What follows belongs to an exercise in optimizing a design on an open flow for small area, a short achievable clock period and few clock cycles per item; a production flow would make more cautious choices.
Only simulation tests tie the RTL to the original design; equivalence was not proved.

==> 10-06: inputs <==
// gcd
module gcd (
    input           clk,
    input           rst_n,
    input [7:0]     a,
    input [7:0]     b,
    input           start,       
    input           res_fetch,   
    output          res_rdy,     
    output [7:0]    res          
);
==> module gcd, before the edit <==
module gcd (
    input           clk,
    input           rst_n,
    input [7:0]     a,
    input [7:0]     b,
    input           start,       
    input           res_fetch,   
    output          res_rdy,     
    output [7:0]    res          
);
reg  [7:0] x, y;
reg  [2:0] k;
reg        busy;
reg        rdy;
reg        yz;           
reg        mx;           
reg        my;           
assign res = x;
wire x0 = x[0];
wire y0 = y[0];
wire kz = (k == 3'd0);
wire both_even = ~x0 & ~y0;
wire [6:0] p = x[7:1] & {7{mx}};
wire [6:0] q = y[7:1] & {7{my}};
wire [6:0] t = ~(p ^ q);
wire [27:0] gg;                                  
wire [27:0] pp;
assign gg[6:0] = p & ~q;
assign pp[6:0] = t;
genvar l, i;
generate
    for (l = 1; l <= 3; l = l + 1) begin : lv
        for (i = 0; i < 7; i = i + 1) begin : bt
            if (i >= (1 << (l - 1))) begin : jn
                assign gg[7*l+i] = gg[7*(l-1)+i] | (pp[7*(l-1)+i] & gg[7*(l-1)+i-(1 << (l - 1))]);
                assign pp[7*l+i] = pp[7*(l-1)+i] & pp[7*(l-1)+i-(1 << (l - 1))];
            end else begin : kp
                assign gg[7*l+i] = gg[7*(l-1)+i];
                assign pp[7*l+i] = pp[7*(l-1)+i];
            end
        end
    end
endgenerate
wire [6:0] G  = gg[27:21];
wire [6:0] P  = pp[27:21];
wire [6:0] c0 = {G[5:0], 1'b0};                  
wire [6:0] c1 = {G[5:0] | P[5:0], 1'b1};         
wire [6:0] d1 = t ^ c1;                          
wire [6:0] d2 = ~(t ^ c0);                       
wire       ge = G[6] | P[6];                     
wire       eq = P[6];                            
wire       s2  = t[0] & ~both_even;
wire [7:0] y1  = s2 ? {2'b0, d1[6:1]} : {1'b0, d1};
wire [7:0] y2  = s2 ? {2'b0, d2[6:1]} : {1'b0, d2};
wire [7:0] yn  = ge ? y1 : y2;
wire       yn0 = ~t[0] | ~(t[1] | both_even);    
assign res_rdy = rdy | (busy & kz & x0 & y0 & (x[7:1] == y[7:1]));
always @(posedge clk) begin
    if (~rst_n) begin
        busy <= 1'b0;
        rdy  <= 1'b0;
    end else if (~busy) begin
        busy <= start;
        rdy  <= start & (b == 8'd0);
    end else if (res_rdy & res_fetch) begin
        busy <= 1'b0;
        rdy  <= 1'b0;
    end else if (yz) begin
        rdy  <= (k[2:1] == 2'd0);
    end else begin
        rdy  <= kz & ~both_even & eq;
    end
end
always @(posedge clk) begin
    if (~busy) begin
        y  <= b;
        yz <= (b == 8'd0);
        mx <= (~a[0] | b[0]) & (b != 8'd0);
        my <= a[0];
    end else begin
        y  <= yn;
        yz <= eq;
        if (yz) begin
            mx <= 1'b0;
            my <= kz & x0;
        end else if (both_even) begin
            mx <= (~y[1] | x[1]) & ~eq;
            my <= y[1];
        end else begin
            mx <= yn0;
            my <= 1'b1;
        end
    end
end
always @(posedge clk) begin
    if (~busy) begin
        x <= a;
        k <= 3'd0;
    end else if (yz) begin
        if (~kz) begin
            x <= {x[6:0], 1'b0};
            k <= k - 3'd1;
        end
    end else if (both_even) begin
        x <= {1'b0, y[7:1]};
        k <= k + 3'd1;
    end else if (ge) begin
        x <= y;
    end
end
endmodule
export LEC_CHECK = 0
export CAP_MARGIN = 20
export CORE_MARGIN = 2
export CORE_UTILIZATION = 40
export SLEW_MARGIN = 20
create_clock -name core_clock -period 4.0 [get_ports {clk}]
standard.sh (not shown) runs the stock make flow with config.mk's settings and CLKGATE_MAP_FILE= SYNTH_SCRIPT=/design/flow/synth_recipe.tcl, a recipe that flattens the netlist after the stock synthesis.
==> flow/flow/run.sh <==
#!/bin/bash
# Layout flow: the standard flow (standard.sh) with these changes:
#  - synthesis maps the logic with flow/abc.script, an area-recovering ABC
#    script with a 1.2 ns delay target, instead of ORFS's speed script, and
#    does not map adders to the full/half adder cells;
#  - the port buffers are sky130_fd_sc_hd__buf_1.
# Everything else, the registers included, is the standard flow's.
set -euo pipefail
work=$(pwd)
export FLOW_WORK=$work
export MY_ABC_SCRIPT=$work/flow/abc.script
bash standard.sh \
  SYNTH_SCRIPT=$work/flow/synth.tcl \
  ADDER_MAP_FILE= \
  "BUFFER_PORTS_ARGS=-buffer_cell sky130_fd_sc_hd__buf_1" \
  finish > $work/flow_make.log 2>&1
==> flow/flow/abc.script <==
strash
balance
rewrite
refactor
balance
rewrite
rewrite -z
balance
refactor -z
rewrite -z
balance
dch -f
map -D 1200
buffer -p
upsize -D 1200
dnsize -D 1200
topo
==> flow/flow/synth.tcl <==
# The standard flow's synthesis script (synth_recipe.tcl) with one change: ABC maps the logic
# with the script in $::env(MY_ABC_SCRIPT) instead of ORFS's speed script.
proc abc {args} {
  set i [lsearch $args -script]
  if {$i >= 0} {
    set args [lreplace $args [expr {$i + 1}] [expr {$i + 1}] $::env(MY_ABC_SCRIPT)]
  }
  puts "abc (flow/synth.tcl): $args"
  yosys abc {*}$args
}
source $::env(FLOW_WORK)/synth_recipe.tcl
==> 10-12 (differences from 10-06) <==
--- a/flow/design.v
+++ b/flow/design.v
@@ -14,11 +14,9 @@
 reg        rdy;
 reg        yz;           
+reg        xo;           
 reg        mx;           
 reg        my;           
 assign res = x;
-wire x0 = x[0];
-wire y0 = y[0];
-wire kz = (k == 3'd0);
-wire both_even = ~x0 & ~y0;
+wire [7:0] m = 8'd1 << k;
 wire [6:0] p = x[7:1] & {7{mx}};
 wire [6:0] q = y[7:1] & {7{my}};
@@ -50,10 +48,24 @@
 wire       ge = G[6] | P[6];                     
 wire       eq = P[6];                            
-wire       s2  = t[0] & ~both_even;
-wire [7:0] y1  = s2 ? {2'b0, d1[6:1]} : {1'b0, d1};
-wire [7:0] y2  = s2 ? {2'b0, d2[6:1]} : {1'b0, d2};
+wire [9:0] tx  = {3'b111, t};
+wire       tk0 = tx[k];
+wire       tk1 = tx[k + 1];
+wire       tk2 = tx[k + 2];
+wire       s2  = tk0 & ~tk1;
+wire       s3  = tk0 & tk1;
+wire [7:0] y1  = s3 ? {3'b0, d1[6:2]} : s2 ? {2'b0, d1[6:1]} : {1'b0, d1};
+wire [7:0] y2  = s3 ? {3'b0, d2[6:2]} : s2 ? {2'b0, d2[6:1]} : {1'b0, d2};
 wire [7:0] yn  = ge ? y1 : y2;
-wire       yn0 = ~t[0] | ~(t[1] | both_even);    
-assign res_rdy = rdy | (busy & kz & x0 & y0 & (x[7:1] == y[7:1]));
+wire       ynk = ~tk0 | ~(tk1 & tk2);            
+function pow2;
+    input [7:0] v;
+    pow2 = (v != 8'd0) & ((v & (v - 8'd1)) == 8'd0);
+endfunction
+wire [7:0] ab  = a | b;
+wire [7:0] ml  = ab & (~ab + 8'd1);              
+wire [2:0] kl  = {|(ml & 8'hf0), |(ml & 8'hcc), |(ml & 8'haa)};
+wire       al  = |(a & ml);
+wire       bl  = |(b & ml);
+assign res_rdy = rdy;
 always @(posedge clk) begin
     if (~rst_n) begin
@@ -62,12 +74,12 @@
     end else if (~busy) begin
         busy <= start;
-        rdy  <= start & (b == 8'd0);
+        rdy  <= start & ((b == 8'd0) | (pow2(a) & al));
     end else if (res_rdy & res_fetch) begin
         busy <= 1'b0;
         rdy  <= 1'b0;
     end else if (yz) begin
-        rdy  <= (k[2:1] == 2'd0);
+        rdy  <= 1'b1;
     end else begin
-        rdy  <= kz & ~both_even & eq;
+        rdy  <= eq | (ge ? pow2(y) : xo);
     end
 end
@@ -76,19 +88,14 @@
         y  <= b;
         yz <= (b == 8'd0);
-        mx <= (~a[0] | b[0]) & (b != 8'd0);
-        my <= a[0];
+        mx <= (~al | bl) & (b != 8'd0);
+        my <= al;
+        xo <= pow2(a) & al;
     end else begin
         y  <= yn;
         yz <= eq;
-        if (yz) begin
-            mx <= 1'b0;
-            my <= kz & x0;
-        end else if (both_even) begin
-            mx <= (~y[1] | x[1]) & ~eq;
-            my <= y[1];
-        end else begin
-            mx <= yn0;
-            my <= 1'b1;
-        end
+        mx <= ynk & ~eq;
+        my <= 1'b1;
+        if (~yz & ge)
+            xo <= pow2(y);
     end
 end
@@ -96,14 +103,6 @@
     if (~busy) begin
         x <= a;
-        k <= 3'd0;
-    end else if (yz) begin
-        if (~kz) begin
-            x <= {x[6:0], 1'b0};
-            k <= k - 3'd1;
-        end
-    end else if (both_even) begin
-        x <= {1'b0, y[7:1]};
-        k <= k + 3'd1;
-    end else if (ge) begin
+        k <= kl;
+    end else if (~yz & ge) begin
         x <= y;
     end
==> flow/flow/run.sh (replaced) <==
#!/bin/bash
# Layout flow: the standard flow (standard.sh) with these changes:
#  - synthesis maps the logic with flow/abc.script, an area-recovering ABC
#    script with a 1.5 ns delay target, instead of ORFS's speed script, and
#    does not map adders to the full/half adder cells;
#  - the port buffers are sky130_fd_sc_hd__buf_1;
#  - repair_timing aims for 1.5 ns of setup slack but only sizes gates up and
#    swaps pins (no buffering), which upsizes the weak gates that drive large
#    loads without growing the design much.
# Everything else, the registers included, is the standard flow's.
set -euo pipefail
work=$(pwd)
export FLOW_WORK=$work
export MY_ABC_SCRIPT=$work/flow/abc.script
bash standard.sh \
  SYNTH_SCRIPT=$work/flow/synth.tcl \
  ADDER_MAP_FILE= \
  "BUFFER_PORTS_ARGS=-buffer_cell sky130_fd_sc_hd__buf_1" \
  SETUP_SLACK_MARGIN=1.5 \
  SETUP_MOVE_SEQUENCE=sizeup,swap \
  finish > $work/flow_make.log 2>&1
==> flow/flow/abc.script (replaced) <==
strash
balance
rewrite
refactor
balance
rewrite
rewrite -z
balance
refactor -z
rewrite -z
balance
dch -f
map -D 1500
upsize -D 1500
dnsize -D 1500
topo
==> 11-09 (differences from 10-06) <==
==> flow/design.v (replaced) <==
module gcd #(
    parameter S = 1              
)(
    input           clk,
    input           rst_n,
    input [7:0]     a,
    input [7:0]     b,
    input           start,       
    input           res_fetch,   
    output          res_rdy,     
    output [7:0]    res          
);
reg  [7:0] x, y;
reg  [2:0] k;
reg        busy;
wire yz = (y == 8'd0);
wire kz = (k == 3'd0);
wire x0 = x[0];
wire y0 = y[0];
assign res_rdy = busy & yz & kz;
assign res     = x;
wire [6:0] p  = x[7:1];
wire [6:0] q  = y[7:1];
wire       ge = (p >= q);
wire [6:0] ad = ge ? (p - q) : (q - p);
wire [6:0] d1 = ~x0 ? p : (~y0 ? q : ad);
wire       both_even = ~x0 & ~y0;
wire [7:0] ysh = (S > 1 && ~d1[0] && ~both_even) ? {2'b0, d1[6:1]} : {1'b0, d1};
always @(posedge clk) begin
    if (~rst_n)
        busy <= 1'b0;
    else if (~busy)
        busy <= start;
    else if (res_rdy & res_fetch)
        busy <= 1'b0;
end
always @(posedge clk) begin
    if (~busy) begin
        x <= a;
        y <= b;
        k <= 3'd0;
    end else if (yz) begin
        if (~kz) begin
            x <= {x[6:0], 1'b0};
            k <= k - 3'd1;
        end
    end else begin
        y <= ysh;
        if (~x0) begin
            x <= y0 ? y : {1'b0, y[7:1]};
            if (~y0)
                k <= k + 3'd1;
        end else if (y0 & ge) begin
            x <= y;
        end
    end
end
endmodule
==> flow/run.sh (new file) <==
#!/bin/bash
# synth_recipe.tcl (not shown) runs the flow's synth.tcl, then flattens the netlist and writes it again
# the make line also repeats each setting of config.mk as NAME=value (left out here)
make -C /OpenROAD-flow-scripts/flow DESIGN_CONFIG=/design/flow/config.mk WORK_HOME=/design/flow/orfs CLKGATE_MAP_FILE= SYNTH_SCRIPT=/design/flow/synth_recipe.tcl finish
removed: flow/flow/run.sh
removed: flow/flow/abc.script
removed: flow/flow/synth.tcl
removed: flow/standard.sh
==> 09-18 (differences from 10-06) <==
--- a/flow/design.v
+++ b/flow/design.v
@@ -16,4 +16,5 @@
 reg        mx;           
 reg        my;           
+reg        oe;           
 assign res = x;
 wire x0 = x[0];
@@ -54,20 +55,25 @@
 wire [7:0] y2  = s2 ? {2'b0, d2[6:1]} : {1'b0, d2};
 wire [7:0] yn  = ge ? y1 : y2;
-wire       yn0 = ~t[0] | ~(t[1] | both_even);    
-assign res_rdy = rdy | (busy & kz & x0 & y0 & (x[7:1] == y[7:1]));
+wire       yn0 = ~t[0] | ~t[1];                  
+assign res_rdy = rdy | (oe & (x[7:1] == y[7:1]));
 always @(posedge clk) begin
     if (~rst_n) begin
         busy <= 1'b0;
         rdy  <= 1'b0;
+        oe   <= 1'b0;
     end else if (~busy) begin
         busy <= start;
         rdy  <= start & (b == 8'd0);
+        oe   <= start & a[0] & b[0];
     end else if (res_rdy & res_fetch) begin
         busy <= 1'b0;
         rdy  <= 1'b0;
+        oe   <= 1'b0;
     end else if (yz) begin
         rdy  <= (k[2:1] == 2'd0);
+        oe   <= 1'b0;
     end else begin
         rdy  <= kz & ~both_even & eq;
+        oe   <= kz & ~both_even & yn0;
     end
 end
--- a/flow/flow/run.sh
+++ b/flow/flow/run.sh
@@ -2,5 +2,5 @@
 # Layout flow: the standard flow (standard.sh) with these changes:
 #  - synthesis maps the logic with flow/abc.script, an area-recovering ABC
-#    script with a 1.2 ns delay target, instead of ORFS's speed script, and
+#    script with a 1.5 ns delay target, instead of ORFS's speed script, and
 #    does not map adders to the full/half adder cells;
 #  - the port buffers are sky130_fd_sc_hd__buf_1.
==> flow/flow/abc.script (replaced) <==
strash
balance
rewrite
refactor
balance
rewrite
rewrite -z
balance
refactor -z
rewrite -z
balance
dch -f
map -D 1500
upsize -D 1500
dnsize -D 1500
topo
==> qor summary <==
quantity                                                           10-12     10-06     09-18     11-09
Global-route wire length before repair                           9.05 mm   8.14 mm   8.11 mm   7.22 mm
Reg-to-reg setup timing slack                                    1.69 ns   1.50 ns   1.68 ns   1.30 ns
Count of non-filler cells in the finished layout                     394       349       337       267
Total via count in the routed design                                2156      1889      1830      1517
Max-Slew Margin vs Limit                                           67.9%     56.4%     56.6%     58.2%
Cell area after layout                                          2270 um2  2020 um2  1970 um2  2070 um2
Die Span Y                                                       74.6 um   71.8 um   70.1 um   69.0 um
Compound-Gate Fraction of Synth Area                               30.5%     24.1%     26.8%     22.2%
Synth cell types                                                      40        41        38        38
Post-synthesis mux area share                                         0%        0%    0.573%     3.56%
Status                                          timing/DRC/antenna clean  timing/DRC/antenna clean  timing/DRC/antenna clean  timing/DRC/antenna clean
Relative area change from synthesis to final layout                13.9%     9.93%     13.0%     22.8%
HPWL after DPL                                                   4.56 mm   3.65 mm   3.68 mm   3.35 mm
Portion of the post-synthesis area used by sequential elements     31.2%     30.5%     33.2%     33.2%
Testbench counts of 10-06, summed over its fixed seeds: cycles 70,428, items 8,000.
Testbench counts of 10-12, summed over its fixed seeds: cycles 53,759, items 8,000.
Testbench counts of 11-09, summed over its fixed seeds: cycles 96,964, items 8,000.
Testbench counts of 09-18, summed over its fixed seeds: cycles 70,428, items 8,000.

[afterwards: timing with drivers on the ports]
Ports are ideal in the flow. The routed layouts listed here were re-timed in OpenROAD. Step 1 sets driving cells, clkbuf_16 on the clock port and buf_2 on the other inputs (assumed; they add their load-dependent delay and slew). Step 2 also shifts input and output timing later by t, the mid clock arrival at the registers, as if the neighbouring blocks saw the same clock. Three values: ideal ports, drivers, drivers and shift; two values: the first two.
run	t, ns	slack for setup (ns)	pins driven straight from the clock port
10-06	0.293	1.435 / 1.412 / 1.497	1
10-12	0.293	1.643 / 1.648 / 1.355	1
11-09	0.286	0.829 / 0.805 / 1.092	1
09-18	0.295	1.531 / 1.505 / 1.681	1
After both steps every run listed still meets setup and hold. The setup slack of 10-12, which loses most, moves by +0.005 ns with the drivers and by -0.288 ns with both steps.
